This design comes from an exercise in tuning for small area and a short achievable clock period on the open sky130 flow, not from production work.
Where RTL was checked, it was by simulation tests only, not by an equivalence proof against the original.
No functional check of the RTL was part of run 1.
Power is estimated from default activity; no workload was simulated.

==> flow/design.v <==
`timescale 1ns / 1ps
module clock_divider(
    input  logic [2:0] cnt,
    output logic [2:0] cnt_next
    );
    assign cnt_next[2] = cnt[1] & cnt[0];
    assign cnt_next[1] = cnt[1] ^ cnt[0];
    assign cnt_next[0] = ~cnt[0] & ~cnt[2];
endmodule
`timescale 1ns / 1ps
module dd_add3(input logic [3:0] x, output logic [3:0] y);
    logic n, xn, p;
    logic t;
    g_o21ai  u_t (.a1(x[1]), .a2(x[0]), .b1(x[2]), .y(t));
    g_nand2b u_c (.an(x[3]), .b(t), .y(y[3]));
    g_xor2   u_0 (.a(x[0]), .b(y[3]), .y(y[0]));
    g_nor2  u_n (.a(x[1]), .b(x[0]), .y(n));
    g_a22o  u_2 (.a1(x[3]), .a2(x[0]), .b1(x[2]), .b2(n), .y(y[2]));
    g_inv   u_i (.a(x[0]), .y(xn));
    g_nand2 u_p (.a(x[2]), .b(xn), .y(p));
    g_a22o  u_1 (.a1(x[1]), .a2(p), .b1(x[3]), .b2(xn), .y(y[1]));
endmodule
module dd_add3_s(input logic [3:0] x, output logic [3:0] y);
    logic n, xn, p;
    g_a221o u_c (.a1(x[2]), .a2(x[1]), .b1(x[2]), .b2(x[0]), .c1(x[3]), .y(y[3]));
    g_xor2  u_0 (.a(x[0]), .b(y[3]), .y(y[0]));
    g_nor2  u_n (.a(x[1]), .b(x[0]), .y(n));
    g_a22o  u_2 (.a1(x[3]), .a2(x[0]), .b1(x[2]), .b2(n), .y(y[2]));
    g_inv   u_i (.a(x[0]), .y(xn));
    g_nand2 u_p (.a(x[2]), .b(xn), .y(p));
    g_a22o  u_1 (.a1(x[1]), .a2(p), .b1(x[3]), .b2(xn), .y(y[1]));
endmodule
module dd_add3_7(input logic [2:0] x, output logic [3:0] y);
    logic n, xn, p;
    g_o21a  u_c (.a1(x[1]), .a2(x[0]), .b1(x[2]), .y(y[3]));
    g_xor2  u_0 (.a(x[0]), .b(y[3]), .y(y[0]));
    g_nor2  u_n (.a(x[1]), .b(x[0]), .y(n));
    g_and2  u_2 (.a(x[2]), .b(n), .y(y[2]));
    g_inv   u_i (.a(x[0]), .y(xn));
    g_nand2 u_p (.a(x[2]), .b(xn), .y(p));
    g_and2  u_1 (.a(x[1]), .b(p), .y(y[1]));
endmodule
module bin32_to_bcd #(parameter int NBITS = 31, parameter int NDIG = 8, parameter int INJ = 18) (
    input  logic [NBITS-1:0] binary,
    input  logic             inj,        
    input  logic [2:0]       inj_val,    
    output logic [4*NDIG-1:0] bcd
    );
    function automatic [63:0] dmax(input integer k, input integer j);
        reg [63:0] v, p;
        integer i;
        begin
            v = (64'd1 << k) - 64'd1;
            p = 64'd1;
            for (i = 0; i < j; i = i + 1) p = p * 64'd10;
            v = v / p;
            dmax = (v > 64'd9) ? 64'd9 : v;
        end
    endfunction
    logic [4*NDIG-1:0] st [0:NBITS];
    assign st[0] = '0;
    genvar k, j;
    generate
        for (k = 0; k < NBITS; k++) begin : g_stage
            logic [4*NDIG-1:0] cur, corr;
            if (k == INJ) begin : g_inj
                assign cur[4*NDIG-1:3] = st[k][4*NDIG-1:3];
                for (j = 0; j < 3; j++) begin : g_b
                    g_a21o u (.a1(inj), .a2(inj_val[j]), .b1(st[k][j]), .y(cur[j]));
                end
            end else begin : g_pass
                assign cur = st[k];
            end
            for (j = 0; j < NDIG; j++) begin : g_dig
                if (dmax(k, j) >= 8 && k < INJ) begin : g_slow
                    dd_add3_s u (.x(cur[4*j +: 4]), .y(corr[4*j +: 4]));
                end else if (dmax(k, j) >= 8) begin : g_full
                    dd_add3 u (.x(cur[4*j +: 4]), .y(corr[4*j +: 4]));
                end else if (dmax(k, j) >= 5) begin : g_7
                    dd_add3_7 u (.x(cur[4*j +: 3]), .y(corr[4*j +: 4]));
                end else begin : g_pass
                    assign corr[4*j +: 4] = cur[4*j +: 4];
                end
            end
            assign st[k+1] = {corr[4*NDIG-2:0], binary[NBITS-1-k]};
        end
    endgenerate
    assign bcd = st[NBITS];
endmodule
`timescale 1ns / 1ps
module g_inv  (input logic a, output logic y);              assign y = ~a; endmodule
module g_nand2(input logic a, b, output logic y);           assign y = ~(a & b); endmodule
module g_nor2 (input logic a, b, output logic y);           assign y = ~(a | b); endmodule
module g_and2 (input logic a, b, output logic y);           assign y = a & b; endmodule
module g_xor2 (input logic a, b, output logic y);           assign y = a ^ b; endmodule
module g_a22o (input logic a1, a2, b1, b2, output logic y); assign y = (a1 & a2) | (b1 & b2); endmodule
module g_a221o(input logic a1, a2, b1, b2, c1, output logic y);
    assign y = (a1 & a2) | (b1 & b2) | c1;
endmodule
module g_o21a (input logic a1, a2, b1, output logic y);     assign y = (a1 | a2) & b1; endmodule
module g_mux2i(input logic a0, a1, s, output logic y);      assign y = ~(s ? a1 : a0); endmodule
module g_o21ai(input logic a1, a2, b1, output logic y);     assign y = ~((a1 | a2) & b1); endmodule
module g_nand2b(input logic an, b, output logic y);         assign y = ~(~an & b); endmodule
module g_nand3(input logic a, b, c, output logic y);        assign y = ~(a & b & c); endmodule
module g_xnor2(input logic a, b, output logic y);           assign y = ~(a ^ b); endmodule
module g_or2  (input logic a, b, output logic y);           assign y = a | b; endmodule
module g_a21o (input logic a1, a2, b1, output logic y);     assign y = (a1 & a2) | b1; endmodule
module g_a21oi(input logic a1, a2, b1, output logic y);     assign y = ~((a1 & a2) | b1); endmodule
module g_o22a (input logic a1, a2, b1, b2, output logic y); assign y = (a1 | a2) & (b1 | b2); endmodule
module g_a31oi(input logic a1, a2, a3, b1, output logic y); assign y = ~((a1 & a2 & a3) | b1); endmodule
module g_o31ai(input logic a1, a2, a3, b1, output logic y); assign y = ~((a1 | a2 | a3) & b1); endmodule
module g_nor4 (input logic a, b, c, d, output logic y);     assign y = ~(a | b | c | d); endmodule
module g_nor3 (input logic a, b, c, output logic y);        assign y = ~(a | b | c); endmodule
module g_nand4(input logic a, b, c, d, output logic y);     assign y = ~(a & b & c & d); endmodule
module g_a222oi(input logic a1, a2, b1, b2, c1, c2, output logic y); assign y = ~((a1 & a2) | (b1 & b2) | (c1 & c2)); endmodule
module g_maj3 (input logic a, b, c, output logic y);        assign y = (a & b) | (a & c) | (b & c); endmodule
module seven_segment(
    input  logic [3:0] sw_in,     
    input  logic [3:0] sw_in2,
    output logic [6:0] out
    );
    logic [3:0] x, w;
    assign x = sw_in;
    assign w = sw_in2;
    logic a0, a1, b0, b1, c0, d0, d1, e0, f0, g0, g1, x3n;
    g_nor2  u_a0 (.a(x[3]), .b(~x[0]), .y(a0));
    g_a21oi u_a1 (.a1(x[0]), .a2(x[2]), .b1(x[1]), .y(a1));
    g_o22a  u_a  (.a1(x[2]), .a2(a0), .b1(a1), .b2(x[3]), .y(out[0]));
    g_inv   u_b0 (.a(x[3]), .y(x3n));
    g_o21ai u_b1 (.a1(x[0]), .a2(x[1]), .b1(x[2]), .y(b1));
    g_a31oi u_b  (.a1(x[0]), .a2(x[1]), .a3(x3n), .b1(b1), .y(out[1]));
    g_nor2  u_c0 (.a(x[0]), .b(x[2]), .y(c0));
    g_o21a  u_c  (.a1(x[3]), .a2(c0), .b1(x[1]), .y(out[2]));
    g_nand3 u_d0 (.a(w[0]), .b(w[1]), .c(w[2]), .y(d0));
    g_xnor2 u_d1 (.a(w[0]), .b(w[2]), .y(d1));
    g_o31ai u_d  (.a1(w[1]), .a2(w[3]), .a3(d1), .b1(d0), .y(out[3]));
    g_nor2  u_e0 (.a(w[1]), .b(w[3]), .y(e0));
    g_a21o  u_e  (.a1(w[2]), .a2(e0), .b1(w[0]), .y(out[4]));
    g_nor2  u_f0 (.a(w[2]), .b(w[3]), .y(f0));
    g_maj3  u_f  (.a(w[1]), .b(w[0]), .c(f0), .y(out[5]));
    logic g2;
    g_nor2  u_g1 (.a(w[1]), .b(w[2]), .y(g1));
    g_a31oi u_g2 (.a1(w[2]), .a2(w[1]), .a3(w[0]), .b1(g1), .y(g2));
    g_nor2  u_g  (.a(w[3]), .b(g2), .y(out[6]));
endmodule
`timescale 1ns / 1ps
module cl_fa(input logic a, b, c, output logic s, co);
    assign s  = a ^ b ^ c;
    assign co = (a & b) | (a & c) | (b & c);
endmodule
module cl_ha(input logic a, b, output logic s, co);
    assign s  = a ^ b;
    assign co = a & b;
endmodule
module cl_han(input logic an, bn, output logic sn, con);
    g_xnor2 u_s (.a(an), .b(bn), .y(sn));
    g_or2   u_c (.a(an), .b(bn), .y(con));
endmodule
module cl_mul15(
    input  logic [14:0] x, y,
    output logic [29:0] pn
    );
    logic [14:0] s [0:14];    
    logic [14:0] c [0:14];    
    logic [14:0] pp [0:14];   
    genvar i, j;
    generate
        for (i = 0; i < 15; i++) begin : g_pp
            for (j = 0; j < 15; j++) begin : g_c
                g_nand2 u (.a(x[j]), .b(y[i]), .y(pp[i][j]));
            end
        end
        for (j = 0; j < 15; j++) begin : g_r0
            assign s[0][j] = pp[0][j];
            assign c[0][j] = 1'b1;
        end
        for (i = 1; i < 15; i++) begin : g_row
            for (j = 0; j < 15; j++) begin : g_col
                if (j == 14) begin : g_h
                    assign s[i][j] = pp[i][j];
                    assign c[i][j] = 1'b1;
                end else if (i == 1) begin : g_h1
                    cl_han h (.an(pp[i][j]), .bn(s[i-1][j+1]), .sn(s[i][j]), .con(c[i][j]));
                end else begin : g_f
                    cl_fa f (.a(pp[i][j]), .b(s[i-1][j+1]), .c(c[i-1][j]), .s(s[i][j]), .co(c[i][j]));
                end
            end
        end
        for (i = 0; i < 15; i++) begin : g_lo
            assign pn[i] = s[i][0];
        end
    endgenerate
    logic [13:0] rc;
    generate
        for (j = 0; j < 14; j++) begin : g_fin
            if (j == 0) begin : g_h
                cl_han h (.an(s[14][j+1]), .bn(c[14][j]), .sn(pn[15+j]), .con(rc[j]));
            end else begin : g_f
                cl_fa f (.a(s[14][j+1]), .b(c[14][j]), .c(rc[j-1]), .s(pn[15+j]), .co(rc[j]));
            end
        end
    endgenerate
    assign pn[29] = rc[13];
endmodule
module cl_divrow #(parameter int W = 1, parameter bit P = 0) (
    input  logic [W-1:0] t,
    input  logic [W-1:0] opx,
    input  logic         hzx,
    output logic         q,
    output logic [W-1:0] r
    );
    logic [W:0] cy;
    logic [W-1:0] df;
    genvar j;
    generate
        if (P == 0) begin : g_b0
            g_xnor2 u_s (.a(t[0]), .b(opx[0]), .y(df[0]));
            g_or2   u_c (.a(t[0]), .b(opx[0]), .y(cy[1]));
        end else begin : g_b0
            cl_ha h (.a(t[0]), .b(opx[0]), .s(df[0]), .co(cy[1]));
        end
        for (j = 1; j < W; j++) begin : g_b
            cl_fa f (.a(t[j]), .b(opx[j]), .c(cy[j]), .s(df[j]), .co(cy[j+1]));
        end
        if (P == 0) begin : g_q0
            assign q = cy[W] & hzx;
        end else begin : g_q1
            assign q = ~(cy[W] | hzx);
        end
        for (j = 0; j < W; j++) begin : g_m
            g_mux2i m (.a0(t[j]), .a1(df[j]), .s(q), .y(r[j]));
        end
    endgenerate
endmodule
module cl_divlast #(parameter int W = 16, parameter bit P = 0) (
    input  logic [W-1:0] t,
    input  logic [W-1:0] opx,
    input  logic         cinx,
    output logic         q
    );
    logic [W:0] cy;
    assign cy[0] = cinx;
    genvar j;
    generate
        for (j = 0; j < W; j++) begin : g_b
            assign cy[j+1] = (t[j] & opx[j]) | (t[j] & cy[j]) | (opx[j] & cy[j]);
        end
    endgenerate
    assign q = cy[W] ^ P;
endmodule
module cl_absmag(
    input  logic [15:0] x,
    output logic [15:0] m
    );
    logic [15:0] lo;          
    genvar i;
    generate
        for (i = 0; i < 16; i++) begin : g_lo
            if (i == 0) begin : g_z
                assign lo[i] = 1'b0;
            end else begin : g_n
                assign lo[i] = |x[i-1:0];
            end
        end
    endgenerate
    logic x0n;
    g_inv u_x0a (.a(x[0]), .y(x0n));
    g_inv u_x0b (.a(x0n), .y(m[0]));
    assign m[15:1] = x[15:1] ^ ({15{x[15]}} & lo[15:1]);
endmodule
module cl_abstop(
    input  logic [15:0] x,
    output logic [5:0]  m        
    );
    logic s;
    assign s = x[15];
    logic [2:0] ng, nh;       
    genvar i;
    generate
        for (i = 0; i < 3; i++) begin : g_ng
            g_nor4 u (.a(x[4*i]), .b(x[4*i+1]), .c(x[4*i+2]), .d(x[4*i+3]), .y(ng[i]));
            g_nor4 v (.a(x[4*i]), .b(x[4*i+1]), .c(x[4*i+2]), .d(x[4*i+3]), .y(nh[i]));
        end
    endgenerate
    logic z9, z10, z12, z13, z14;    
    g_nor2  u_z9  (.a(x[8]), .b(x[9]), .y(z9));
    g_nor3  u_z10 (.a(x[8]), .b(x[9]), .c(x[10]), .y(z10));
    g_inv   u_z12 (.a(x[12]), .y(z12));
    g_nor2  u_z13 (.a(x[12]), .b(x[13]), .y(z13));
    g_nor3  u_z14 (.a(x[12]), .b(x[13]), .c(x[14]), .y(z14));
    logic [15:10] lo;         
    g_nand3 u_l10 (.a(ng[0]), .b(ng[1]), .c(z9),  .y(lo[10]));
    g_nand3 u_l11 (.a(ng[0]), .b(ng[1]), .c(z10), .y(lo[11]));
    g_nand3 u_l12 (.a(ng[0]), .b(ng[1]), .c(ng[2]), .y(lo[12]));
    g_nand4 u_l13 (.a(nh[0]), .b(nh[1]), .c(nh[2]), .d(z12), .y(lo[13]));
    g_nand4 u_l14 (.a(nh[0]), .b(nh[1]), .c(nh[2]), .d(z13), .y(lo[14]));
    g_nand4 u_l15 (.a(nh[0]), .b(nh[1]), .c(nh[2]), .d(z14), .y(lo[15]));
    logic sn;
    g_inv   u_sn  (.a(s), .y(sn));
    g_nor2  u_m15 (.a(sn), .b(lo[15]), .y(m[5]));
    generate
        for (i = 10; i < 15; i++) begin : g_m
            logic t;
            g_and2 u_t (.a(s), .b(lo[i]), .y(t));
            g_xor2 u_m (.a(x[i]), .b(t), .y(m[i-10]));
        end
    endgenerate
endmodule
module calculator(
    input logic CLK100MHZ,
    input logic RST,      
    input logic [15:0] SW,
    input logic BTNU,  
    input logic BTND,  
    input logic BTNL,  
    input logic BTNR,  
    input logic BTNC,  
    output logic [7:0] AN,       
    output logic [7:0] out       
    );
    localparam int CUT = 11;    
    localparam int NLO = 16 - CUT;
    logic [2:0]  cnt5;        
    logic [19:0] refresh;     
    logic [2:0]  hist;        
    logic [1:0]  state;       
    logic [3:0]  op;          
    logic [15:0] a_mag;       
    logic        a_neg;
    logic [30:0] r_mag;       
    logic        r_neg;       
    logic        r_div;       
    assign r_div = ~(r_mag[30] | r_mag[29]);
    localparam logic [1:0] IDLE = 2'd0, OPB = 2'd1, RES = 2'd2;
    genvar gi;
    logic [2:0] cnt5_next;
    clock_divider u_cnt (.cnt(cnt5), .cnt_next(cnt5_next));
    logic tick, any_op, press, a_load, calc;
    assign tick   = cnt5[2] & ~refresh[1] & refresh[0];    
    assign any_op = BTNU | BTND | BTNL | BTNR;
    assign press  = tick & ~hist[2] & hist[1];
    assign a_load = press & (state == IDLE) & any_op;
    assign calc   = press & (state == OPB) & BTNC;
    logic [19:0] refresh_next;
    logic [20:0] rfc;
    assign refresh_next[0] = ~refresh[0];
    assign rfc[1] = refresh[0];
    generate
        for (gi = 1; gi < 20; gi++) begin : g_rf
            cl_ha h (.a(refresh[gi]), .b(rfc[gi]), .s(refresh_next[gi]), .co(rfc[gi+1]));
        end
    endgenerate
    logic s;
    assign s = SW[15];
    logic [15:0] b_mag;
    cl_absmag u_abs (.x(SW), .m(b_mag));
    logic [5:0] b_top;        
    cl_abstop u_abst (.x(SW), .m(b_top));
    logic [29:0] pmn;
    cl_mul15 u_mul (.x(a_mag[14:0]), .y(b_mag[14:0]), .pn(pmn));
    logic [30:0] prodn;
    always_comb begin
        prodn = {1'b1, pmn};
        prodn[30:15] = {1'b1, pmn[29:15]} & ~({16{a_mag[15]}} & b_mag) & ~({16{b_mag[15]}} & a_mag);
    end
    logic [15:0] hzs, hzr;    
    logic b_nz;               
    assign b_nz = |SW;
    logic d_nz;               
    assign d_nz = |a_mag;
    assign hzs[15] = b_nz;
    assign hzr[15] = d_nz;
    generate
        for (gi = 14; gi >= 0; gi--) begin : g_hz
            assign hzs[gi] = hzs[gi+1] & ~b_mag[gi+1];
            assign hzr[gi] = hzr[gi+1] & ~a_mag[gi+1];
        end
    endgenerate
    logic [15:0] q_pre;
    logic [15:0] rem_pre [0:CUT];
    assign rem_pre[0] = '0;
    generate
        for (gi = 0; gi < CUT; gi++) begin : g_pre
            localparam bit P = gi % 2;
            logic [gi:0] t, r;
            logic nb;
            assign nb = a_mag[15-gi] ^ P;
            if (gi == 0) begin : g_t0
                assign t = nb;
            end else begin : g_t
                assign t = {rem_pre[gi][gi-1:0], nb};
            end
            cl_divrow #(.W(gi+1), .P(P)) row (.t(t), .opx(b_mag[gi:0] ^ {(gi+1){~P}}), .hzx(hzs[gi] ^ P), .q(q_pre[15-gi]), .r(r));
            assign rem_pre[gi+1] = {{(15-gi){1'b0}}, r};
        end
    endgenerate
    logic [30:0] dstate;
    assign dstate = {{(31 - CUT - CUT - NLO){1'b0}}, q_pre[15:16-CUT], rem_pre[CUT][CUT-1:0], a_mag[NLO-1:0]};
    logic [15:0] quot;
    logic [15:0] rem_post [CUT:16];
    assign rem_post[CUT] = {{(16-CUT){1'b0}}, r_mag[NLO +: CUT]};
    generate
        for (gi = CUT; gi < 16; gi++) begin : g_post
            localparam bit P = gi % 2;
            logic [gi:0] t;
            assign t = {rem_post[gi][gi-1:0], r_mag[15-gi] ^ P};
            if (gi < 15) begin : g_row
                logic [gi:0] r;
                cl_divrow #(.W(gi+1), .P(P)) row (.t(t), .opx(a_mag[gi:0] ^ {(gi+1){~P}}), .hzx(hzr[gi] ^ P), .q(quot[15-gi]), .r(r));
                assign rem_post[gi+1] = {{(15-gi){1'b0}}, r};
            end else begin : g_last
                logic ql;
                cl_divlast #(.W(16), .P(P)) row (.t(t), .opx(a_mag ^ {16{~P}}), .cinx(~P), .q(ql));
                assign quot[0] = ql & d_nz;
            end
        end
    endgenerate
    assign quot[15:16-CUT] = r_mag[NLO+CUT +: CUT];
    logic eff_sub;
    assign eff_sub = a_neg ^ s ^ op[1];
    logic [16:0] gc;          
    assign gc[0] = 1'b1;
    generate
        for (gi = 0; gi < 16; gi++) begin : g_ge
            assign gc[gi+1] = (a_mag[gi] & ~b_mag[gi]) | (a_mag[gi] & gc[gi]) | (~b_mag[gi] & gc[gi]);
        end
    endgenerate
    logic geq, flip;
    assign geq  = gc[16];
    assign flip = eff_sub & ~geq;
    logic [16:0] ac;
    logic [15:0] asum;
    assign ac[0] = eff_sub & geq;
    generate
        for (gi = 0; gi < 16; gi++) begin : g_as
            cl_fa f (.a(a_mag[gi]), .b(b_mag[gi] ^ eff_sub), .c(ac[gi]), .s(asum[gi]), .co(ac[gi+1]));
        end
    endgenerate
    logic [16:0] as_m;
    assign as_m = {ac[16] & ~eff_sub, asum ^ {16{flip}}};
    logic [30:0] res_m;
    logic        res_neg;
    always_comb begin
        res_m = '1;
        res_neg = 1'b0;
        if (op[0] | op[1]) begin
            res_m = ~{14'd0, as_m};
            res_neg = a_neg ^ flip;
        end else if (op[2]) begin
            res_m = prodn;
            res_neg = a_neg ^ s;
        end else if (op[3]) begin
            res_m = dstate;
            res_neg = a_neg ^ s;
        end
    end
    always_ff @(posedge CLK100MHZ) begin
        if (RST) begin
            cnt5    <= '0;
            refresh <= '0;
            state   <= IDLE;
            hist    <= '0;
            op      <= '0;
        end else begin
            cnt5    <= cnt5_next;
            refresh <= refresh_next;
            if (tick) begin
                hist <= {hist[1:0], any_op | BTNC};
                if (press) begin
                    if      (BTNU) op <= 4'b0001;
                    else if (BTND) op <= 4'b0010;
                    else if (BTNL) op <= 4'b0100;
                    else if (BTNR) op <= 4'b1000;
                    case (state)
                        IDLE: if (any_op) state <= OPB;
                        OPB:  if (BTNC)   state <= RES;
                        RES:              state <= IDLE;
                        default: ;
                    endcase
                end
            end
        end
    end
    always_ff @(posedge CLK100MHZ) begin
        if (a_load | calc) a_mag <= b_mag;
        if (a_load) a_neg <= s;
        if (calc) begin
            r_mag <= res_m;
            r_neg <= res_neg;
        end
    end
    logic [2:0] d;
    assign d = refresh[19:17];
    logic is_res;
    assign is_res = (state == RES);
    logic [15:0] rlo;         
    assign rlo = r_div ? quot : ~r_mag[15:0];
    logic [30:0] val;
    assign val[30:16] = ~(r_mag[30:16] | {15{r_div}} | {15{~is_res}});
    assign val[15:13] = rlo[15:13] & {3{is_res}};
    logic [12:0] b_disp;
    assign b_disp = {b_top[2:0], b_mag[9:0]};
    genvar gv;
    generate
        for (gv = 0; gv < 13; gv++) begin : g_val
            g_a22o u (.a1(is_res), .a2(rlo[gv]), .b1(~is_res), .b2(b_disp[gv]), .y(val[gv]));
        end
    endgenerate
    logic neg;
    assign neg = is_res ? (r_neg & (|val)) : s;
    logic [31:0] bcd;
    bin32_to_bcd #(.NBITS(31), .NDIG(8), .INJ(18)) u_bcd (.binary(val), .inj(~is_res),
                                                          .inj_val(b_top[5:3]), .bcd(bcd));
    logic [7:0] dsel;
    always_comb begin
        dsel = '0;
        dsel[d] = 1'b1;
    end
    logic minus;
    assign minus = dsel[7] & neg;
    logic [3:0] nib, nib2;    
    genvar gb;
    generate
        for (gb = 0; gb < 4; gb++) begin : g_nib
            logic t0, t1, t2;
            g_a222oi u0 (.a1(dsel[0]), .a2(bcd[gb]),      .b1(dsel[1]), .b2(bcd[4+gb]),
                         .c1(dsel[2]), .c2(bcd[8+gb]),    .y(t0));
            g_a222oi u1 (.a1(dsel[3]), .a2(bcd[12+gb]),   .b1(dsel[4]), .b2(bcd[16+gb]),
                         .c1(dsel[5]), .c2(bcd[20+gb]),   .y(t1));
            g_a222oi u2 (.a1(dsel[6]), .a2(bcd[24+gb]),   .b1(dsel[7]), .b2(bcd[28+gb]),
                         .c1(minus),   .c2(minus),         .y(t2));
            g_nand3  u3 (.a(t0), .b(t1), .c(t2), .y(nib[gb]));
            g_nand3  u4 (.a(t0), .b(t1), .c(t2), .y(nib2[gb]));
        end
    endgenerate
    logic [6:0] seg;
    seven_segment u_seg (.sw_in(nib), .sw_in2(nib2), .out(seg));
    assign AN  = ~dsel;
    assign out = {1'b1, seg};
endmodule
==> flow/flow/run.sh <==
#!/bin/bash
# Layout flow: the standard flow (standard.sh, standard synthesis
# included), with one change made through ORFS's own setting for it: the
# buffers placed on the input and output ports are sky130_fd_sc_hd__buf_2
# cells. The tools' output goes to standard_flow.log in the folder the flow
# runs in (ORFS also keeps each step's log under orfs/logs).
set -euo pipefail
W=$(pwd)
export BUFFER_PORTS_ARGS="-buffer_cell sky130_fd_sc_hd__buf_2"
bash "$W/standard.sh" > "$W/standard_flow.log" 2>&1
==> flow/standard.sh <==
#!/bin/bash
# synth_recipe.tcl (not shown) runs the flow's synth.tcl, then flattens the netlist and writes it again
# the make line also repeats each setting of config.mk as NAME=value (left out here)
make -C /OpenROAD-flow-scripts/flow DESIGN_CONFIG=/design/flow/config.mk WORK_HOME=/design/flow/orfs CLKGATE_MAP_FILE= SYNTH_SCRIPT=/design/flow/synth_recipe.tcl "${@:-finish}"
==> flow/config.mk <==
export PLATFORM = sky130hd
export DESIGN_NAME = calculator
export DESIGN_NICKNAME = calculator
export VERILOG_FILES = /design/flow/design.v
export SDC_FILE = /design/flow/constraint.sdc
export NUM_CORES = 8
export LEC_CHECK = 0
export CAP_MARGIN = 20
export CORE_MARGIN = 2
export CORE_UTILIZATION = 65
export CTS_BUF_LIST = sky130_fd_sc_hd__clkbuf_8 sky130_fd_sc_hd__clkbuf_16
export PLACE_DENSITY = 0.75
export SLEW_MARGIN = 20
export SYNTH_HIERARCHICAL = 1
export SYNTH_MINIMUM_KEEP_SIZE = 0
==> flow/constraint.sdc <==
create_clock -name core_clock -period 160.0 [get_ports {CLK100MHZ}]
set_input_delay 32.0000 -clock core_clock [delete_from_list [all_inputs] [get_ports {CLK100MHZ}]]
set_output_delay 32.0000 -clock core_clock [all_outputs]
set_load 0.01 [all_outputs]
==> metrics.cfg, run 1 <==
[global_route]
grt_antenna_before_repair=1
grt_pass1_wl_mm=85.4
first_global_vias=17300
grt_usage=0.317
grt.overflow.total=0
grt_max_degree=35

[worst_setup_path]
slowest_delay_ns=0.48
r2r_end=r_mag[10]$_DFFE_PP_
crit_top_cell=xor2_1
endpoint=out[5]
cp_data_arrival_time_ns=41.83
regToRegStartpoint=a_mag[15]$_DFFE_PP_
critPathRequiredTime_ns=128.00
path_buf_inv=2
crit_fanout=9
slowest_stage=a222oi_1
cp-startpoint=SW[9]
r2r_cells=83
critPathTopFamily=simple AND/OR/NAND/NOR gates
regToRegSetupSlack_ns=130.31
cp.depth=49
critPathLaunchType=input port
cp-end-kind=output pin
critical_path_class=in -> out

[floorplanning]
core.rowCount=66
die_y_um=186
fp.coreArea_mm2=0.0325
ioPinCount=39
die_w_um=186
die-area_mm2=0.0344
initial_core_util=0.660

[layout]
layout_common_cells=nand2_1, fa_1, a22o_1, nor2_1, inv_1
final_common_cell=nand2_1
fin_area_mm2=0.0226
final_cell_count_no_fill=2928
nFillCells=2658
nets=2854
utilization=0.697
drive_gt1_frac=0.0579
area_growth_pct=5.57

[sta]
finalSetupViolCount=0
rsz0062_at_grt=false
max_freq_ghz=0.0135
slew_headroom=0.368
drv_slew=0
finalClockSkew_ns=0.0114
tns_ns=0
period_needed_ns=73.83
final-hold-violation-count=0
whs_ns=0.452
setup_ws_ns=86.17
worstMarginPinSlew_ns=0.948
min_period_over_period=0.461

[drt]
ant_nets=0
drc=0
drt_iter0_drc=1361
wl_per_cell_um=18.3
drt-total-wl_mm=53.5
routed_via_density=6.28
vias=18400
first_pass_iters=7

[synthesis]
syn_inst=2434
ys.flop_type=edfxtp_1
synth_enable_flop_cells=49
avgSynthCellArea_um2=8.80
synth_warnings=18
synth-async-reset-ratio=0
synthDistinctLibCells=73
syn-num-nets=2808
seq_area_frac_synth=0.0986
ys_ff_latch=81
synth_area_mm2=0.0214

[clock_tree]
root_buffer=clkbuf_16
cts_buffers=9
hold_buffers=0
cts_setup_buffers=0
clock-sinks=81
cts.htree.levels=3
clockBufferDepth=2
clkTransAtPathRegs_ns=0.06
cts_tree=done
clkLatencyLatePin_ns=0.38
post_cts_resized=0

[status]
status=complete, no violations

[pwr]
irDropWorstVdd_mv=0.0398
p_total_uw=485
power_density_mw_per_mm2=21.5
p_leak_nw=8.63

[place]
placed_area_mm2=0.0223
place_ws_ns=86.34
numPortBuffers=37
hpwlAfterDp_mm=41.2
placed_cells=2911
place_congestion=0.948

[min_path]
hold_class=reg -> reg

[run]
maxCapViolCount=0

layer usage:
metal | up-vias | global-route usage | routed length (um)
met5 | - | 0 | 0
met4 | 0 | 0.108 | 1590
met3 | 97 | 0.0702 | 4420
met2 | 599 | 0.513 | 24600
met1 | 9064 | 0.423 | 22900
li1 | 8638 | - | -
modules after synthesis, one instance, submodules excluded, a selection:
module | cell area [um^2] | times used | cells
g_and2 | 6.26 | 17 | 1
g_nor2 | 3.75 | 142 | 1
g_xor2 | 8.76 | 138 | 1
g_nand4 | 6.26 | 3 | 1
g_xnor2 | 8.76 | 24 | 1
cl_absmag | 288 | 1 | 38
g_nor3 | 10.0 | 2 | 1
g_maj3 | 11.3 | 1 | 1
worst min-delay path by stage:
stage / start / endpoint / slack [ns] / cells past startpoint
after CTS: refresh[0]$_SDFF_PP0_ / refresh[0]$_SDFF_PP0_ / 0.46 / 1
after detailed placement: refresh[0]$_SDFF_PP0_ / refresh[0]$_SDFF_PP0_ / 0.45 / 1
final: refresh[0]$_SDFF_PP0_ / refresh[0]$_SDFF_PP0_ / 0.45 / 1
after floorplan: refresh[0]$_SDFF_PP0_ / refresh[0]$_SDFF_PP0_ / 0.42 / 1
after global placement: refresh[0]$_SDFF_PP0_ / refresh[0]$_SDFF_PP0_ / 0.43 / 1
after global routing: refresh[0]$_SDFF_PP0_ / refresh[0]$_SDFF_PP0_ / 0.49 / 1
cell type report:
class / instances / area, um^2 / share of cell area
sequential: 81 / 2110 / 0.0934
antenna: 1 / 2.50 / 0.000111
clock inverter: 7 / 58.8 / 0.00260
inverter: 185 / 694 / 0.0307
multi-input combinational: 2125 / 18500 / 0.817
clock buffer: 9 / 225 / 0.00996
timing repair buffer: 78 / 493 / 0.0218
tap: 442 / 553 / 0.0245
cells by family (layout without fill, tap and decap cells):
group                      after synthesis  in the layout  share of synthesized area
and+or+nand+nor                        875            875                      0.187
other                                    2              3                   0.000351
muxes                                  129            129                     0.0603
xor gates and xnor gates               210            210                     0.0862
buffers and inverters                  228            279                     0.0440
AOI/OAI and AO/OA                      555            555                      0.206
adders and majority gates              354            354                      0.317
DFF                                     81             81                     0.0986
flip-flops by register name (all words and copies together), names as in the netlist:
signal / flops
r_mag: 31
refresh: 20
a_mag: 16
op: 4
cnt5: 3
hist: 3
state: 2
a_neg: 1
r_neg: 1
power breakdown:
group          internal (mW)  total [mW]  switching (mW)
Sequential            0.0221      0.0222       0.0000751
Clock                 0.0108      0.0213          0.0105
Combinational          0.203       0.442           0.238
cells in the mapped netlist, types with 10 or more instances:
cell type  instances  area share
edfxtp_1          49       0.069
o221ai_1          12      0.0049
nor4_1            15      0.0044
a211o_1           10      0.0041
nand2b_1          99       0.029
a21oi_1           24      0.0056
inv_1            185       0.032
nor2b_1           26      0.0076
a221oi_1          11      0.0045
a22oi_1           15      0.0053
xor2_1           139       0.057
a22o_1           268        0.11
o21ai_0           12      0.0028
o21ai_1           96       0.022
buf_4             18      0.0063
mux2i_1          129       0.060
a222oi_1          12      0.0056
and2_1            27      0.0079
nor2_1           202       0.035
clkbuf_1          18      0.0032
nand3_1           20      0.0047
ha_1              35       0.020
dfxtp_1           32       0.030
a221o_1           39       0.018
xnor2_1           70       0.029
or2_1             23      0.0067
fa_1             316        0.30
nand2_1          410       0.072
==> run 2, diff against run 1 <==
--- a/flow/design.v
+++ b/flow/design.v
@@ -496,6 +496,8 @@
     logic [15:0] rlo;         
     assign rlo = r_div ? quot : ~r_mag[15:0];
-    logic [30:0] val;
-    assign val[30:16] = ~(r_mag[30:16] | {15{r_div}} | {15{~is_res}});
+    logic big;                
+    assign big = is_res & ~r_mag[30] & r_mag[29];
+    logic [29:0] val;
+    assign val[29:16] = ~(r_mag[29:16] | {14{r_div}} | {14{~is_res}});
     assign val[15:13] = rlo[15:13] & {3{is_res}};
     logic [12:0] b_disp;
@@ -510,5 +512,5 @@
     assign neg = is_res ? (r_neg & (|val)) : s;
     logic [31:0] bcd;
-    bin32_to_bcd #(.NBITS(31), .NDIG(8), .INJ(18)) u_bcd (.binary(val), .inj(~is_res),
+    bin32_to_bcd #(.NBITS(30), .NDIG(8), .INJ(17)) u_bcd (.binary(val), .inj(~is_res),
                                                           .inj_val(b_top[5:3]), .bcd(bcd));
     logic [7:0] dsel;
@@ -519,9 +521,15 @@
     logic minus;
     assign minus = dsel[7] & neg;
+    logic [3:0] kd;
+    assign kd[0] = big & (dsel[3] | dsel[5] | dsel[6] | dsel[7]);
+    assign kd[1] = big & (dsel[1] | dsel[5] | dsel[6] | dsel[7]);
+    assign kd[2] = big & (dsel[0] | dsel[4] | dsel[5] | dsel[7]);
+    assign kd[3] = big & dsel[2];
     logic [3:0] nib, nib2;    
     genvar gb;
     generate
         for (gb = 0; gb < 4; gb++) begin : g_nib
-            logic t0, t1, t2;
+            logic t0, t1, t2, t3;
+            g_inv    uk (.a(kd[gb]), .y(t3));
             g_a222oi u0 (.a1(dsel[0]), .a2(bcd[gb]),      .b1(dsel[1]), .b2(bcd[4+gb]),
                          .c1(dsel[2]), .c2(bcd[8+gb]),    .y(t0));
@@ -530,6 +538,6 @@
             g_a222oi u2 (.a1(dsel[6]), .a2(bcd[24+gb]),   .b1(dsel[7]), .b2(bcd[28+gb]),
                          .c1(minus),   .c2(minus),         .y(t2));
-            g_nand3  u3 (.a(t0), .b(t1), .c(t2), .y(nib[gb]));
-            g_nand3  u4 (.a(t0), .b(t1), .c(t2), .y(nib2[gb]));
+            g_nand4  u3 (.a(t0), .b(t1), .c(t2), .d(t3), .y(nib[gb]));
+            g_nand4  u4 (.a(t0), .b(t1), .c(t2), .d(t3), .y(nib2[gb]));
         end
     endgenerate
--- a/flow/config.mk
+++ b/flow/config.mk
@@ -9,5 +9,5 @@
 export CORE_MARGIN = 2
 export CORE_UTILIZATION = 65
-export CTS_BUF_LIST = sky130_fd_sc_hd__clkbuf_8 sky130_fd_sc_hd__clkbuf_16
+export CTS_BUF_LIST = sky130_fd_sc_hd__clkbuf_8
 export PLACE_DENSITY = 0.75
 export SLEW_MARGIN = 20
==> metrics.cfg, run 2 <==
[layout]
regArea_mm2=0.00211
top_register=r_mag
antennaDiodeCount=0
drive_gt1_frac=0.0586
layout_common_cells=nand2_1, fa_1, a22o_1, nor2_1, inv_1
final_common_cell=nand2_1
largest_reg_flops=31
reg.largest.list=r_mag: 31 flops, refresh: 20 flops, a_mag: 16 flops
area_growth_pct=5.02
nets=2808
multi_input_area_mm2=0.0182
nFillCells=2596

[synthesis]
synth_enable_flop_cells=49
seq_area_frac_synth=0.100
avgSynthCellArea_um2=8.83
syn-num-nets=2761
synth_area_mm2=0.0211
ys_ff_latch=81
ys.flop_type=edfxtp_1
synth_area_leader_cell=fa_1
synth_commonest_cells=nand2_1, fa_1, a22o_1, nor2_1, inv_1
syn_inst=2387
yosys-top-cells-area=fa_1, a22o_1, nand2_1
synth_top_area_frac=0.300
synthDistinctLibCells=72
synth_warnings=18
synth-async-reset-ratio=0
synth_most_common_cell=nand2_1

[drt]
routed_via_density=6.27
wl_per_cell_um=18.6
ant_nets=0
drt_iter0_drc=1228
first_pass_iters=6
drc=0
drt-total-wl_mm=52.9
vias=17800

[pwr]
p_leak_nw=8.42
power_density_mw_per_mm2=21.8
p_total_uw=483
irDropWorstVdd_mv=0.0437

[place]
numPortBuffers=37
hpwlAfterDp_mm=41.8
place_congestion=0.940

[global_route]
grt_pass1_wl_mm=85.3
first_global_vias=17200
grt_antenna_before_repair=0
grt.overflow.total=0
grt_max_degree=34
grt_usage=0.320

[clock_tree]
cts.htree.levels=3
hold_buffers=0
cts_buffers=9
clkTransAtPathRegs_ns=0.11
post_cts_resized=0
clkLatencyLatePin_ns=0.42
cts_tree=done
cts_setup_buffers=0
clock-sinks=81
root_buffer=clkbuf_8
clockBufferDepth=2

[floorplanning]
initial_core_util=0.665
die-area_mm2=0.0339
fp.coreArea_mm2=0.0317
ioPinCount=39
die_w_um=184
core.rowCount=65
die_y_um=184

[worst_setup_path]
cp-end-kind=output pin
crit_top_cell=xor2_1
critical_path_class=in -> out
slowest_delay_ns=0.48
slowest_stage=a222oi_1
path_buf_inv=2
critPathLaunchType=input port
critPathTopFamily=simple AND/OR/NAND/NOR gates
cp_data_arrival_time_ns=41.87
critPathRequiredTime_ns=128.00
crit_fanout=9
regToRegStartpoint=a_mag[15]$_DFFE_PP_
cp-startpoint=SW[9]

[sta]
rsz0062_at_grt=false
slew_headroom=0.381
finalClockSkew_ns=0.0224
drv_slew=0
tns_ns=0
final-hold-violation-count=0
max_freq_ghz=0.0135
period_needed_ns=73.87
worstMarginPinSlew_ns=0.929
finalSetupViolCount=0
min_period_over_period=0.462
whs_ns=0.471

[min_path]
min-delay-start=refresh[0]$_SDFF_PP0_
hold_class=reg -> reg

[status]
status=complete, no violations

[run]
maxCapViolCount=0

## run 2: cell count changes after synthesis, sizes merged, moves of 5 or more
cell   before  now
a22o      268  252
a221o      39   34
nand4      10   17
nand2     411  403
xor2      139  131
nand3      20   12
## run 2: modules after synthesis, one instance, submodules excluded, excerpt
module / area [um^2] / times used
g_and2: 6.26 / 17
g_nand2: 3.75 / 350
g_a21o: 7.51 / 4
g_o21ai: 5.00 / 86
g_o22a: 8.76 / 1
cl_mul15: 120 / 1
g_or2: 6.26 / 23
g_inv: 3.75 / 134
g_o31ai: 12.5 / 1
cl_absmag: 288 / 1
g_xor2: 8.76 / 130
g_maj3: 11.3 / 1
g_a31oi: 6.26 / 2
cl_ha: 12.5 / 26
g_nor4: 12.5 / 6
## run 2: cell type report
cell class	instances	share of cell area
clock buffer	9	0.00559
clock inverter	7	0.00316
inverter	181	0.0307
multi-input combinational	2082	0.820
sequential	81	0.0954
tap	402	0.0227
timing repair buffer	79	0.0226
## run 2: kinds of logic after synthesis
group                      Yosys count  share of synthesized area
buffers and inverters              224                     0.0440
adders and majority gates          354                      0.322
DFF                                 81                      0.100
muxes                              130                     0.0617
other                                2                   0.000356
xor gates and xnor gates           202                     0.0843
AOI/OAI and AO/OA                  533                      0.199
and+or+nand+nor                    861                      0.188
## run 2: final timing paths
check	cells after the start	endpoint	slack (ns)
max	51	out[6]	86.13
min	1	refresh[0]$_SDFF_PP0_	0.47
max reg2reg	82	r_mag[9]$_DFFE_PP_	129.79
min reg2reg	1	refresh[0]$_SDFF_PP0_	0.47
## run 2: worst register-to-register path, delay by kind of cell (launching register included)
kind                       cells  cell delay, ns
adders and majority gates     55           22.23
AOI/OAI and AO/OA              2            0.32
muxes                         11            2.61
DFF                            1            0.40
and+or+nand+nor               12            4.02
buffers and inverters          2            0.48
## run 2: stage by stage
step            util  instance area [um^2]  instances  setup slack (ns)
2_1_floorplan      -                 21100       2387             88.02
3_3_place_gp   0.692                 21900       2825             86.80
3_5_place_dp   0.692                 21900       2825             86.22
4_1_cts        0.698                 22100       2841             86.20
5_1_grt        0.698                 22100       2841             85.17
6_report       0.698                 22100       2841             86.13
## run 2: where the power goes
part,leakage [nW],total [mW],switching (mW),internal (mW)
clock network,0.0951,0.0168,0.00954,0.00722
logic,7.64,0.445,0.239,0.205
registers,0.685,0.0222,0.0000810,0.0221
total,8.42,0.483,0.249,0.234
## run 2: layer usage
metal | part of all wire | global-route usage
met1 | 0.43 | 0.425
met2 | 0.46 | 0.525
met3 | 0.079 | 0.0668
met4 | 0.029 | 0.105
met5 | 0 | 0
==> run 3, diff against run 2 <==
--- a/flow/design.v
+++ b/flow/design.v
@@ -273,35 +273,37 @@
     output logic [5:0]  m        
     );
-    logic s;
+    logic s, sn;
     assign s = x[15];
-    logic [2:0] ng, nh;       
+    g_inv u_sn (.a(s), .y(sn));
+    logic [6:0] p;
     genvar i;
     generate
-        for (i = 0; i < 3; i++) begin : g_ng
-            g_nor4 u (.a(x[4*i]), .b(x[4*i+1]), .c(x[4*i+2]), .d(x[4*i+3]), .y(ng[i]));
-            g_nor4 v (.a(x[4*i]), .b(x[4*i+1]), .c(x[4*i+2]), .d(x[4*i+3]), .y(nh[i]));
+        for (i = 0; i < 7; i++) begin : g_p
+            g_nor2 u (.a(x[2*i]), .b(x[2*i+1]), .y(p[i]));
         end
     endgenerate
-    logic z9, z10, z12, z13, z14;    
-    g_nor2  u_z9  (.a(x[8]), .b(x[9]), .y(z9));
-    g_nor3  u_z10 (.a(x[8]), .b(x[9]), .c(x[10]), .y(z10));
-    g_inv   u_z12 (.a(x[12]), .y(z12));
-    g_nor2  u_z13 (.a(x[12]), .b(x[13]), .y(z13));
-    g_nor3  u_z14 (.a(x[12]), .b(x[13]), .c(x[14]), .y(z14));
-    logic [15:10] lo;         
-    g_nand3 u_l10 (.a(ng[0]), .b(ng[1]), .c(z9),  .y(lo[10]));
-    g_nand3 u_l11 (.a(ng[0]), .b(ng[1]), .c(z10), .y(lo[11]));
-    g_nand3 u_l12 (.a(ng[0]), .b(ng[1]), .c(ng[2]), .y(lo[12]));
-    g_nand4 u_l13 (.a(nh[0]), .b(nh[1]), .c(nh[2]), .d(z12), .y(lo[13]));
-    g_nand4 u_l14 (.a(nh[0]), .b(nh[1]), .c(nh[2]), .d(z13), .y(lo[14]));
-    g_nand4 u_l15 (.a(nh[0]), .b(nh[1]), .c(nh[2]), .d(z14), .y(lo[15]));
-    logic sn;
-    g_inv   u_sn  (.a(s), .y(sn));
-    g_nor2  u_m15 (.a(sn), .b(lo[15]), .y(m[5]));
+    logic na, nb;
+    g_nand4 u_na (.a(p[0]), .b(p[1]), .c(p[2]), .d(p[3]), .y(na));
+    g_nand4 u_nb (.a(p[0]), .b(p[1]), .c(p[2]), .d(p[3]), .y(nb));
+    logic x10n, x12n, x14n, o89, h10, h11, h12, h13, h14, h15;
+    g_inv   u_i10 (.a(x[10]), .y(x10n));
+    g_inv   u_i12 (.a(x[12]), .y(x12n));
+    g_inv   u_i14 (.a(x[14]), .y(x14n));
+    g_or2   u_h10 (.a(x[8]), .b(x[9]), .y(h10));                                
+    g_nand2 u_h11 (.a(p[4]), .b(x10n), .y(h11));                                
+    g_nand2 u_h12 (.a(p[4]), .b(p[5]), .y(h12));                                
+    g_nand3 u_h13 (.a(p[4]), .b(p[5]), .c(x12n), .y(h13));                      
+    g_nand3 u_h14 (.a(p[4]), .b(p[5]), .c(p[6]), .y(h14));                      
+    g_nand4 u_h15 (.a(p[4]), .b(p[5]), .c(p[6]), .d(x14n), .y(h15));            
+    g_nor3  u_m15 (.a(nb), .b(h15), .c(sn), .y(m[5]));
+    logic [4:0] tn;
+    g_o21ai u_t10 (.a1(na), .a2(h10), .b1(s), .y(tn[0]));
+    g_o21ai u_t11 (.a1(na), .a2(h11), .b1(s), .y(tn[1]));
+    g_o21ai u_t12 (.a1(na), .a2(h12), .b1(s), .y(tn[2]));
+    g_o21ai u_t13 (.a1(nb), .a2(h13), .b1(s), .y(tn[3]));
+    g_o21ai u_t14 (.a1(nb), .a2(h14), .b1(s), .y(tn[4]));
     generate
-        for (i = 10; i < 15; i++) begin : g_m
-            logic t;
-            g_and2 u_t (.a(s), .b(lo[i]), .y(t));
-            g_xor2 u_m (.a(x[i]), .b(t), .y(m[i-10]));
+        for (i = 0; i < 5; i++) begin : g_m
+            g_xnor2 u (.a(x[10+i]), .b(tn[i]), .y(m[i]));
         end
     endgenerate
--- a/flow/config.mk
+++ b/flow/config.mk
@@ -8,7 +8,7 @@
 export CAP_MARGIN = 20
 export CORE_MARGIN = 2
-export CORE_UTILIZATION = 65
+export CORE_UTILIZATION = 55
 export CTS_BUF_LIST = sky130_fd_sc_hd__clkbuf_8
-export PLACE_DENSITY = 0.75
+export PLACE_DENSITY = 0.65
 export SLEW_MARGIN = 20
 export SYNTH_HIERARCHICAL = 1
==> metrics.cfg, run 3 <==
[status]
status=complete, no violations

[clock_tree]
clock-sinks=81
clkLatencyLatePin_ns=0.43
cts.htree.levels=3
clockBufferDepth=2
hold_buffers=0
cts_buffers=9
cts_setup_buffers=0
clkTransAtPathRegs_ns=0.10
cts_tree=done
root_buffer=clkbuf_8
post_cts_resized=0

[worst_setup_path]
slowest_delay_ns=0.48
critPathLaunchType=input port
cp_data_arrival_time_ns=41.48
crit_top_cell=o21ai_1
slowest_stage=a222oi_1
critical_path_class=in -> out
critPathRequiredTime_ns=128.00
cp-end-kind=output pin
crit_fanout=7

[synthesis]
ys_ff_latch=81
seq_area_frac_synth=0.100
avgSynthCellArea_um2=8.81
synth_area_leader_cell=fa_1
synth_top_area_frac=0.301
yosys-top-cells-area=fa_1, a22o_1, nand2_1
synthDistinctLibCells=72
syn-num-nets=2762
synth-async-reset-ratio=0
syn_inst=2388
synth_most_common_cell=nand2_1
synth_warnings=18
ys.flop_type=edfxtp_1
synth_enable_flop_cells=49
synth_area_mm2=0.0210
synth_commonest_cells=nand2_1, fa_1, a22o_1, nor2_1, inv_1

[sta]
final-hold-violation-count=0
whs_ns=0.448
rsz0062_at_grt=false
setup_ws_ns=86.52
tns_ns=0
max_freq_ghz=0.0136
finalClockSkew_ns=0.0190
finalSetupViolCount=0
worstMarginPinSlew_ns=0.947
drv_slew=0
slew_headroom=0.369
min_period_over_period=0.459
period_needed_ns=73.48

[drt]
ant_nets=0
routed_via_density=5.95
first_pass_iters=5
wl_per_cell_um=17.5
drt_iter0_drc=1128
drt-total-wl_mm=51.7
vias=17600
drc=0

[place]
hpwlAfterDp_mm=41.1
numPortBuffers=37
place_ws_ns=86.60
place_congestion=0.938

[floorplanning]
ioPinCount=39
die_w_um=200
core.rowCount=71
die_y_um=200
initial_core_util=0.558
die-area_mm2=0.0398
fp.coreArea_mm2=0.0377

[min_path]
hold_class=reg -> reg

[layout]
drive_gt1_frac=0.0557
area_growth_pct=5.82
nets=2810
layout_common_cells=nand2_1, fa_1, a22o_1, nor2_1, inv_1
largest_reg_flops=31
final_common_cell=nand2_1
top_register=r_mag
reg.largest.list=r_mag: 31 flops, refresh: 20 flops, a_mag: 16 flops

[global_route]
grt_pass1_wl_mm=84.1
first_global_vias=16500
grt.overflow.total=0
grt_usage=0.270
grt_max_degree=34
grt_antenna_before_repair=2

[pwr]
irDropWorstVdd_mv=0.0379
p_leak_nw=8.44
power_density_mw_per_mm2=21.2

[run]
maxCapViolCount=0

## run 3: cell count changes in the layout (fill, tap and decap cells not counted), moves of 2 or more
cell and delta:
nor2_1 +5, nor4_2 -6, nand2_1 +2, xor2_1 -5
clkinvlp_4 -2, inv_1 +2, and2_1 -5, o21ai_1 +5
xnor2_1 +5
## run 3: metrics by stage
stage,utilization,cell area [um^2],std cells,total power [mW]
after floorplan,-,21000,2388,0.407
after global placement,0.585,22000,2936,0.447
after detailed placement,0.585,22000,2936,0.459
after CTS,0.591,22200,2952,0.479
after global routing,0.591,22300,2953,0.542
final,0.591,22300,2953,0.472
## run 3: logic make-up (layout without fill, tap and decap cells)
kind of cell / count (synthesis) / after routing / share of synthesized area
adders and majority gates: 354 / 354 / 0.323
muxes: 130 / 130 / 0.0619
other: 2 / 3 / 0.000357
and+or+nand+nor: 855 / 855 / 0.184
buffers and inverters: 226 / 279 / 0.0444
AOI/OAI and AO/OA: 538 / 538 / 0.201
DFF: 81 / 81 / 0.100
xor gates and xnor gates: 202 / 202 / 0.0845
## run 3: report_power, final
part           switching, mW  leakage, nW  internal (mW)
Clock                0.00942        0.113        0.00880
Sequential         0.0000700        0.685         0.0221
Combinational          0.232         7.64          0.200
## run 3: critical path, delay by kind of cell
family,cells,cell delay [ns]
compound gates,16,2.10
xor+xnor,14,3.42
fa+ha+maj,1,0.37
buf+inv,2,0.30
simple gates,16,3.31
## run 3: final cells by class
| type | instances | area (um^2) |
|---|---|---|
| Multi-Input combinational cell | 2081 | 18100 |
| Fill cell | 3421 | 15400 |
| Sequential cell | 81 | 2110 |
| Inverter | 183 | 687 |
| Tap cell | 511 | 639 |
| Timing Repair Buffer | 80 | 508 |
| Clock buffer | 9 | 124 |
| Clock inverter | 7 | 91.3 |
| Antenna cell | 1 | 2.50 |
## run 3: final timing paths
check | end | from | depth (start not counted) | slack [ns]
max | out[5] | SW[9] | 49 | 86.52
min | refresh[0]$_SDFF_PP0_ | refresh[0]$_SDFF_PP0_ | 1 | 0.45
max reg2reg | r_mag[6]$_DFFE_PP_ | a_mag[15]$_DFFE_PP_ | 83 | 130.47
min reg2reg | refresh[0]$_SDFF_PP0_ | refresh[0]$_SDFF_PP0_ | 1 | 0.45
## run 3: layer usage
metal,share of wire,up-vias,track usage
li1,-,8434,-
met1,0.44,8663,0.363
met2,0.47,405,0.441
met3,0.072,69,0.0586
met4,0.024,2,0.0722
met5,0.00025,-,0
## run 3: Yosys stat by module (local to each module, per instance), excerpt
module	flops+latches	area, um^2	cells inside	times used
calculator	81	4660	502	1
cl_ha	0	12.5	1	26
g_a21oi	0	8.76	1	1
g_a221o	0	10.0	1	34
g_a22o	0	8.76	1	251
g_and2	0	6.26	1	12
g_inv	0	3.75	1	136
g_mux2i	0	10.0	1	120
g_nand2	0	3.75	1	352
g_nor3	0	10.0	1	1
g_o21a	0	7.51	1	7
g_o21ai	0	5.00	1	91
g_o22a	0	8.76	1	1
g_o31ai	0	12.5	1	1
g_xnor2	0	8.76	1	29
g_xor2	0	8.76	1	125
==> run 4, diff against run 3 <==
--- a/flow/config.mk
+++ b/flow/config.mk
@@ -8,7 +8,7 @@
 export CAP_MARGIN = 20
 export CORE_MARGIN = 2
-export CORE_UTILIZATION = 55
+export CORE_UTILIZATION = 72
 export CTS_BUF_LIST = sky130_fd_sc_hd__clkbuf_8
-export PLACE_DENSITY = 0.65
+export PLACE_DENSITY = 0.82
 export SLEW_MARGIN = 20
 export SYNTH_HIERARCHICAL = 1
==> metrics.cfg, run 4 <==
[status]
status=complete, no violations

[worst_setup_path]
critPathLaunchType=input port
slowest_stage=a222oi_1
r2r_cells=82
cp-end-kind=output pin
cp_data_arrival_time_ns=41.63
regToRegSetupSlack_ns=129.91
regToRegStartpoint=a_mag[15]$_DFFE_PP_
crit_fanout=8
slowest_delay_ns=0.51
critPathTopFamily=XOR/XNOR gates
critical_path_class=in -> out
crit_top_cell=o21ai_1
r2r_end=r_mag[5]$_DFFE_PP_
critPathRequiredTime_ns=128.00
path_buf_inv=2

[synthesis]
syn-num-nets=2762
synth_area_leader_cell=fa_1
syn_inst=2388
seq_area_frac_synth=0.100
synth_warnings=18
avgSynthCellArea_um2=8.81
synth_area_mm2=0.0210
yosys-top-cells-area=fa_1, a22o_1, nand2_1
synth_top_area_frac=0.301
synth_enable_flop_cells=49
synth-async-reset-ratio=0
synth_commonest_cells=nand2_1, fa_1, a22o_1, nor2_1, inv_1
synth_most_common_cell=nand2_1
ys.flop_type=edfxtp_1
ys_ff_latch=81
synthDistinctLibCells=72

[sta]
slew_headroom=0.316
finalSetupViolCount=0
drv_slew=0
period_needed_ns=73.63
tns_ns=0
final-hold-violation-count=0
max_freq_ghz=0.0136
min_period_over_period=0.460
worstMarginPinSlew_ns=1.02
rsz0062_at_grt=false
finalClockSkew_ns=0.0232

[place]
numPortBuffers=37
place_congestion=0.965
hpwlAfterDp_mm=41.1

[global_route]
grt_antenna_before_repair=0
grt_usage=0.353
grt.overflow.total=0
first_global_vias=17400
grt_pass1_wl_mm=86.4
grt_max_degree=34

[clock_tree]
clkLatencyLatePin_ns=0.41
cts_buffers=9
hold_buffers=0
cts_setup_buffers=0
clockBufferDepth=2
cts.htree.levels=3
root_buffer=clkbuf_8
clkTransAtPathRegs_ns=0.10
clock-sinks=81
cts_tree=done
post_cts_resized=0

[pwr]
power_density_mw_per_mm2=21.9
p_total_uw=485
swShare=0.515
p_leak_nw=8.43
clock_power_share=0.039
p_seq_frac=0.046
p_int_uw=235
irDropWorstVdd_mv=0.0442
p_switching_uw=249
combinationalPowerShare=0.915

[floorplanning]
ioPinCount=39
die_y_um=175
core.rowCount=62
die_w_um=175
initial_core_util=0.733
fp.coreArea_mm2=0.0287
die-area_mm2=0.0306

[layout]
area_growth_pct=5.03
layout_common_cells=nand2_1, fa_1, a22o_1, nor2_1, inv_1
drive_gt1_frac=0.0558
top_register=r_mag
reg.largest.list=r_mag: 31 flops, refresh: 20 flops, a_mag: 16 flops
largest_reg_flops=31
nets=2808
nFillCells=2080
final_common_cell=nand2_1

[drt]
wl_per_cell_um=18.8
ant_nets=0
routed_via_density=6.46
drc=0
vias=18300
drt-total-wl_mm=53.0
first_pass_iters=6
drt_iter0_drc=1526

[run]
maxCapViolCount=0

[min_path]
hold_class=reg -> reg
hold-path-endpoint=refresh[0]$_SDFF_PP0_
min-delay-start=refresh[0]$_SDFF_PP0_
hold_depth=1

## run 4: final cells by class
| type | instances | area, um^2 | area share |
|---|---|---|---|
| flip-flops and latches | 81 | 2110 | 0.0956 |
| clock buffers | 9 | 124 | 0.00561 |
| diodes | 1 | 2.50 | 0.000113 |
| repair buffers | 78 | 493 | 0.0223 |
| well taps | 384 | 480 | 0.0218 |
| inverters | 183 | 687 | 0.0311 |
| multi-input cells | 2081 | 18100 | 0.819 |
| clock inverters | 7 | 96.3 | 0.00436 |
## run 4: cell families (layout without fill, tap and decap cells)
logic type	count (synthesis)	count (layout)	synth area share
flip-flops	81	81	0.100
AND/OR/NAND/NOR	855	855	0.184
multiplexers	130	130	0.0619
adder cells (fa/ha/maj)	354	354	0.323
XOR/XNOR	202	202	0.0845
AO/OA/AOI/OAI	538	538	0.201
other	2	3	0.000357
buffers and inverters	226	277	0.0444
## run 4: worst register-to-register path, delay by kind of cell (launching register included)
family	cells	cell delay, ns
fa+ha+maj	55	22.30
simple gates	12	3.88
mux	11	2.55
buf+inv	2	0.48
flops	1	0.40
compound gates	2	0.32
## run 4: worst max path at each step
stage / start / to / slack (ns) / cells past startpoint
after global routing: SW[7] / out[6] / 85.14 / 51
after global placement: SW[7] / out[5] / 87.11 / 49
final: SW[7] / out[5] / 86.37 / 49
after detailed placement: SW[7] / out[5] / 86.53 / 49
after CTS: SW[7] / out[5] / 86.50 / 49
after floorplan: SW[9] / out[5] / 88.20 / 47
## run 4: power by group through the flow
stage	registers [mW]	clock network, mW	logic [mW]
finish	0.0222	0.0188	0.444
global route	0.0222	0.0197	0.506
CTS	0.0222	0.0189	0.443
detailed placement	0.0227	0	0.441
global placement	0.0227	0	0.421
floorplan	0.0226	0	0.384
## run 4: Yosys stat by module (local to each module, per instance), a selection
module	times used	flops+latches	cell area, um^2	cells inside
seven_segment	1	0	3.75	1
g_nand3	3	0	5.00	1
g_nor3	1	0	10.0	1
g_nand4	11	0	6.26	1
cl_fa	316	0	20.0	1
g_nand2b	85	0	6.26	1
g_a21oi	1	0	8.76	1
g_o22a	1	0	8.76	1
g_maj3	1	0	11.3	1
g_a22o	251	0	8.76	1
## run 4: layer usage
metal	vias up	wire, um	global-route usage
met5	-	0	0
met4	0	1820	0.122
met3	140	4720	0.0742
met2	681	24900	0.575
met1	9003	21600	0.471
li1	8428	-	-
## run 4: stage by stage
| stage | std cells | util | instance area, um^2 | hold slack, ns | worst slack (ns) |
|---|---|---|---|---|---|
| after floorplan | 2388 | - | 21000 | 0.417 | 88.20 |
| after CTS | 2823 | 0.769 | 22100 | 0.470 | 86.50 |
| after detailed placement | 2807 | 0.762 | 21900 | 0.449 | 86.53 |
| after global placement | 2807 | 0.762 | 21900 | 0.431 | 87.11 |
| after global routing | 2823 | 0.769 | 22100 | 0.488 | 85.14 |
| final | 2824 | 0.769 | 22100 | 0.474 | 86.37 |
==> run 5, diff against run 4 <==
--- a/flow/config.mk
+++ b/flow/config.mk
@@ -8,7 +8,7 @@
 export CAP_MARGIN = 20
 export CORE_MARGIN = 2
-export CORE_UTILIZATION = 72
+export CORE_UTILIZATION = 65
 export CTS_BUF_LIST = sky130_fd_sc_hd__clkbuf_8
-export PLACE_DENSITY = 0.82
+export PLACE_DENSITY = 0.75
 export SLEW_MARGIN = 20
 export SYNTH_HIERARCHICAL = 1
==> metrics.cfg, run 5 <==
[floorplanning]
die_y_um=184
core.rowCount=65
die_w_um=184
ioPinCount=39
fp.coreArea_mm2=0.0317
die-area_mm2=0.0338
initial_core_util=0.663

[pwr]
p_seq_frac=0.047
combinationalPowerShare=0.917
p_switching_uw=244
irDropWorstVdd_mv=0.0490
p_int_uw=232
p_total_uw=475
swShare=0.513
clock_power_share=0.036
p_leak_nw=8.43
power_density_mw_per_mm2=21.5

[worst_setup_path]
regToRegStartpoint=a_mag[15]$_DFFE_PP_
slowest_delay_ns=0.46
critPathLaunchType=input port
crit_top_cell=o21ai_1
cp_data_arrival_time_ns=41.57
slowest_stage=a222oi_1
cp-end-kind=output pin
crit_fanout=7
r2r_end=r_mag[7]$_DFFE_PP_
regToRegSetupSlack_ns=130.39
critical_path_class=in -> out
critPathRequiredTime_ns=128.00
r2r_cells=83

[synthesis]
synth_enable_flop_cells=49
syn-num-nets=2762
synth_warnings=18
yosys-top-cells-area=fa_1, a22o_1, nand2_1
seq_area_frac_synth=0.100
synth_area_leader_cell=fa_1
synth_most_common_cell=nand2_1
synth_commonest_cells=nand2_1, fa_1, a22o_1, nor2_1, inv_1
ys.flop_type=edfxtp_1
avgSynthCellArea_um2=8.81
synthDistinctLibCells=72
synth_area_mm2=0.0210
synth-async-reset-ratio=0
ys_ff_latch=81
synth_top_area_frac=0.301
syn_inst=2388

[global_route]
grt_usage=0.321
grt_pass1_wl_mm=86.0
grt.overflow.total=0
first_global_vias=17300
grt_max_degree=34
grt_antenna_before_repair=0

[sta]
finalClockSkew_ns=0.0217
worstMarginPinSlew_ns=0.924
finalSetupViolCount=0
slew_headroom=0.384
period_needed_ns=73.57
tns_ns=0
max_freq_ghz=0.0136
final-hold-violation-count=0
drv_slew=0
min_period_over_period=0.460
rsz0062_at_grt=false

[drt]
drt-total-wl_mm=52.5
first_pass_iters=7
routed_via_density=6.30
ant_nets=0
drt_iter0_drc=1358
wl_per_cell_um=18.5
vias=17900
drc=0

[place]
hpwlAfterDp_mm=41.4
numPortBuffers=37
place_congestion=0.952

[min_path]
hold_class=reg -> reg
min-delay-start=refresh[0]$_SDFF_PP0_
hold-path-endpoint=refresh[0]$_SDFF_PP0_
hold_depth=1

[layout]
drive_gt1_frac=0.0569
area_growth_pct=5.11
nets=2810
final_common_cell=nand2_1
antennaDiodeCount=0
layout_common_cells=nand2_1, fa_1, a22o_1, nor2_1, inv_1
nFillCells=2609
reg.largest.list=r_mag: 31 flops, refresh: 20 flops, a_mag: 16 flops
top_register=r_mag
largest_reg_flops=31

[status]
status=complete, no violations

[clock_tree]
clkTransAtPathRegs_ns=0.10
root_buffer=clkbuf_8
clkLatencyLatePin_ns=0.43
clock-sinks=81
cts_setup_buffers=0
cts_buffers=9
clockBufferDepth=2
cts_tree=done
cts.htree.levels=3
hold_buffers=0
post_cts_resized=0

[run]
maxCapViolCount=0

[run 5: logic make-up (layout without fill, tap and decap cells)]
family	count (synthesis)	in the layout	synth area share
simple gates	855	855	0.184
compound gates	538	538	0.201
flops	81	81	0.100
xor+xnor	202	202	0.0845
fa+ha+maj	354	354	0.323
other cells	2	2	0.000357
buf+inv	226	279	0.0444
mux	130	130	0.0619
[run 5: cell type report]
type / count / area [um^2] / share of cell area
Multi-Input combinational cell: 2081 / 18100 / 0.818
Sequential cell: 81 / 2110 / 0.0956
Inverter: 183 / 687 / 0.0311
Timing Repair Buffer: 80 / 508 / 0.0230
Tap cell: 402 / 503 / 0.0228
Clock buffer: 10 / 138 / 0.00623
Clock inverter: 6 / 65.1 / 0.00294
[run 5: stage by stage]
stage,std cells,util,area [um^2],hold WS [ns],setup slack (ns)
after global routing,2843,0.697,22100,0.490,85.27
after detailed placement,2827,0.690,21900,0.444,86.52
after floorplan,2388,-,21000,0.417,88.20
after CTS,2843,0.697,22100,0.468,86.49
after global placement,2827,0.690,21900,0.429,87.07
final,2843,0.697,22100,0.464,86.43
[run 5: power by group through the flow]
stage,sequential [mW],combinational (mW),clock [mW]
after floorplan,0.0226,0.384,0
after global placement,0.0227,0.422,0
after detailed placement,0.0227,0.439,0
after CTS,0.0222,0.440,0.0175
after global routing,0.0222,0.500,0.0182
final,0.0222,0.436,0.0171
[run 5: worst max-delay path by stage]
stage,from,endpoint,slack (ns),depth (start not counted)
after global placement,SW[9],out[5],87.07,49
after global routing,SW[9],out[6],85.27,51
after CTS,SW[9],out[5],86.49,49
after floorplan,SW[9],out[5],88.20,47
after detailed placement,SW[9],out[5],86.52,49
final,SW[9],out[5],86.43,49
[run 5: worst max-delay path, delay by kind of cell]
family	cells	cell delay, ns
buffers and inverters	2	0.30
AND/OR/NAND/NOR	16	3.31
XOR/XNOR	14	3.47
AO/OA/AOI/OAI	16	2.08
adder cells (fa/ha/maj)	1	0.39
[run 5: Yosys stat by module (local to each module, per instance), a selection]
module | cell area [um^2] | copies in the design
cl_ha | 12.5 | 26
g_nand2 | 3.75 | 352
g_a21o | 7.51 | 4
clock_divider | 16.3 | 1
g_xnor2 | 8.76 | 29
g_mux2i | 10.0 | 120
[run 5: layer usage]
layer / share of wire / up-vias / GRT usage
li1: - / 8442 / -
met1: 0.43 / 8762 / 0.437
met2: 0.46 / 602 / 0.523
met3: 0.078 / 105 / 0.0582
met4: 0.030 / 0 / 0.103
met5: 0 / - / 0

[re-timing with driven ports]
In the flow no input, the clock included, has a driving cell. The finished layouts below were timed again as built, in two steps.
Step 1 (the two cells are an assumption about what drives the block):
set clk [get_ports {CLK100MHZ}]
set_driving_cell -lib_cell sky130_fd_sc_hd__clkbuf_16 $clk
set_driving_cell -lib_cell sky130_fd_sc_hd__buf_2 [delete_from_list [all_inputs] $clk]
Step 2 adds t to the input delays and takes it off the output delays; t is the mean of the earliest and latest rising clock arrival at the registers after step 1. Input paths then give back, and output paths get back, about the clock's delay inside the block.
a / b / c = ideal / step 1 / step 2; a / b = the first two.
| run | shift t [ns] | setup WS [ns] | hold slack, ns |
|---|---|---|---|
| run 1 | 0.430 | 86.172 / 86.153 / 86.153 | 0.452 / 0.452 / 0.452 |
| run 2 | 0.463 | 86.133 / 86.113 / 86.113 | 0.471 / 0.471 / 0.471 |
| run 3 | 0.474 | 86.521 / 86.491 / 86.491 | 0.448 / 0.448 / 0.448 |
| run 4 | 0.454 | 86.370 / 86.349 / 86.349 | 0.474 / 0.474 / 0.474 |
| run 5 | 0.464 | 86.434 / 86.415 / 86.415 | 0.464 / 0.464 / 0.464 |
After both steps setup and hold are still met in every run listed. The setup slack of run 3, which loses most, moves by -0.030 ns with the drivers and by -0.030 ns with both steps.
